Source: an optimization exercise on an open RTL-to-GDS flow (aim: small area). Production flows keep margins and buffers that such runs may drop. RTL that was checked went through simulation tests only; none was proved equivalent to the original. Power figures rest on the tool's default switching activity, not on a simulated workload.

==> module router_fifo, before the edit <==
module router_fifo
  #(
    parameter int unsigned Width = 34
    )
  (
   input  logic clk,
   input  logic rst,
   input  logic rdreq,
   input  logic wrreq,
   input  logic [Width-1:0] data_in,
   output logic empty,
   output logic full,
   output logic [Width-1:0] data_out
   );
  logic [3:0][Width-1:0] mem;
  logic [1:0] rd_ptr, wr_ptr, rd_ptr_next, wr_ptr_next;
  logic valid_read, valid_write;
  assign valid_read = rdreq & ~empty;
  assign valid_write = empty ? wrreq & ~rdreq : wrreq & ~full;
  assign rd_ptr_next = {rd_ptr[0], ~rd_ptr[1]};
  assign wr_ptr_next = {wr_ptr[0], ~wr_ptr[1]};
  always_ff @(posedge clk) begin
    if (rst) begin
      rd_ptr <= '0;
      wr_ptr <= '0;
      empty <= 1'b1;
      full <= 1'b0;
    end else begin
      if (valid_read) rd_ptr <= rd_ptr_next;
      if (valid_write) wr_ptr <= wr_ptr_next;
      if (valid_write & ~valid_read) begin
        empty <= 1'b0;
        full <= wr_ptr_next == rd_ptr;
      end else if (~valid_write & valid_read) begin
        empty <= rd_ptr_next == wr_ptr;
        full <= 1'b0;
      end
    end
  end
  for (genvar g_i = 0; g_i < 4; g_i++) begin : gen_mem
    always_ff @(posedge clk) begin
      if (wr_ptr == g_i && !full) mem[g_i] <= data_in;
    end
  end
  logic [3:0] rd_sel;
  always_comb begin
    data_out = {Width{empty}} & data_in;
    for (int k = 0; k < 4; k++) begin
      rd_sel[k] = ~empty & (rd_ptr == k);
      data_out = data_out | ({Width{rd_sel[k]}} & mem[k]);
    end
  end
endmodule
export LEC_CHECK = 0
export CAP_MARGIN = 20
export CORE_MARGIN = 2
export CORE_UTILIZATION = 55
export CTS_CLUSTER_DIAMETER = 100
export CTS_CLUSTER_SIZE = 25
export PLACE_DENSITY = 0.7
export SETUP_SLACK_MARGIN = 0.0
export SLEW_MARGIN = 20
create_clock -name core_clock -period 5.5 [get_ports {clk}]
standard.sh (not shown) runs the stock make flow with config.mk's settings and CLKGATE_MAP_FILE= SYNTH_SCRIPT=/design/flow/synth_recipe.tcl, a recipe that flattens the netlist after the stock synthesis.
==> flow/flow/run.sh <==
#!/bin/bash
# Layout flow: the standard ORFS flow (standard.sh) with two changes:
#  - synthesis is the standard one (synth_recipe.tcl, same passes, same registers), except that the
#    final ABC technology mapping uses an area-oriented script (flow/area.abc);
#  - ports are buffered with the smallest buffer (sky130_fd_sc_hd__buf_1).
# Each tool's full output goes to the ORFS logs under orfs/logs/; make's output to flow_make.log.
set -euo pipefail
here=$(pwd)
export MY_ABC_SCRIPT="$here/flow/area.abc"
export BUFFER_PORTS_ARGS="-buffer_cell sky130_fd_sc_hd__buf_1"
# Synthesis script: the standard flow's, with abc's -script argument pointing at flow/area.abc
{
  echo 'proc abc {args} {'
  echo '  set i [lsearch $args -script]'
  echo '  if { $i >= 0 } { lset args [expr {$i + 1}] $::env(MY_ABC_SCRIPT) }'
  echo '  yosys abc {*}$args'
  echo '}'
  cat synth_recipe.tcl
} > "$here/area_synth.tcl"
sed "s#SYNTH_SCRIPT=[^ ]*#SYNTH_SCRIPT=$here/area_synth.tcl#" standard.sh > "$here/area_standard.sh"
grep -q "SYNTH_SCRIPT=$here/area_synth.tcl" "$here/area_standard.sh"
bash "$here/area_standard.sh" finish > flow_make.log 2>&1
==> flow/flow/area.abc <==
strash
&get -n
&st
&dch
&nf -a -p -F 6 -A 6
&put
topo
==> next run, changes <==
--- a/flow/design.v
+++ b/flow/design.v
@@ -57,39 +57,36 @@
    input  logic [Width-1:0] data_in,
    output logic empty,
    output logic full,
    output logic [Width-1:0] data_out
    );
   logic [3:0][Width-1:0] mem;
-  logic [1:0] rd_ptr, wr_ptr, rd_ptr_next, wr_ptr_next;
+  logic [1:0] rd_ptr, wr_ptr;
+  logic last_write;
+  logic ptr_equal;
   logic valid_read, valid_write;
+  assign ptr_equal = rd_ptr == wr_ptr;
+  assign empty = ptr_equal & ~last_write;
+  assign full = ptr_equal & last_write;
   assign valid_read = rdreq & ~empty;
   assign valid_write = empty ? wrreq & ~rdreq : wrreq & ~full;
-  assign rd_ptr_next = {rd_ptr[0], ~rd_ptr[1]};
-  assign wr_ptr_next = {wr_ptr[0], ~wr_ptr[1]};
   always_ff @(posedge clk) begin
     if (rst) begin
       rd_ptr <= '0;
       wr_ptr <= '0;
-      empty <= 1'b1;
-      full <= 1'b0;
+      last_write <= 1'b0;
     end else begin
-      if (valid_read) rd_ptr <= rd_ptr_next;
-      if (valid_write) wr_ptr <= wr_ptr_next;
-      if (valid_write & ~valid_read) begin
-        empty <= 1'b0;
-        full <= wr_ptr_next == rd_ptr;
-      end else if (~valid_write & valid_read) begin
-        empty <= rd_ptr_next == wr_ptr;
-        full <= 1'b0;
-      end
+      if (valid_read) rd_ptr <= {rd_ptr[0], ~rd_ptr[1]};
+      if (valid_write) wr_ptr <= {wr_ptr[0], ~wr_ptr[1]};
+      if (valid_write & ~valid_read) last_write <= 1'b1;
+      else if (~valid_write & valid_read) last_write <= 1'b0;
     end
   end
   for (genvar g_i = 0; g_i < 4; g_i++) begin : gen_mem
     always_ff @(posedge clk) begin
-      if (wr_ptr == g_i && !full) mem[g_i] <= data_in;
+      if (valid_write && wr_ptr == g_i) mem[g_i] <= data_in;
     end
   end
   logic [3:0] rd_sel;
   always_comb begin
     data_out = {Width{empty}} & data_in;
     for (int k = 0; k < 4; k++) begin
Sequential share of layout area went down by 1.0 points. First-iteration DRC count came out lower by roughly a tenth. Non-clock buffer count climbs by 17. Clock power increases slightly. Worst hold slack hardly moves. Synthesized cell count increases by a little under a tenth. Critical path depth is higher by 2. Power goes up by a quarter to a third. Global-route usage went down by 0.57 points. Worst setup slack got worse by 0.33 ns. Routed wire length goes down slightly. Die area stays flat. Via count is higher by a few percent.
Only the layout flow was run in the second run of this note; the RTL was not checked for function there.

afterwards: timing with drivers on the ports:
The results above use ideal ports. As a check the final layouts listed here were re-extracted and re-timed, cells and wires unchanged.
Step 1 sets driving cells, clkbuf_16 on the clock port and buf_2 on the other inputs (assumed; they add their load-dependent delay and slew).
Step 2 moves the port delays by t, midway between the first and last clock arrival at a register: inputs arrive t later, outputs are due t later. That takes back most of the time a late clock gives input paths.
a / b / c = no drivers / after step 1 / after step 2; a / b = the first two.
run	t, ns	setup WS [ns]	hold WS [ns]	pins driven straight from the clock port
the first run	0.672	0.606 / 0.606 / 0.391	0.516 / 0.516 / 0.516	1
the second run	0.685	0.280 / 0.280 / 0.280	0.516 / 0.516 / 0.516	1
After both steps setup and hold are still met in every run listed. The setup slack of the first run, which loses most, moves by 0.000 ns with the drivers and by -0.215 ns with both steps.
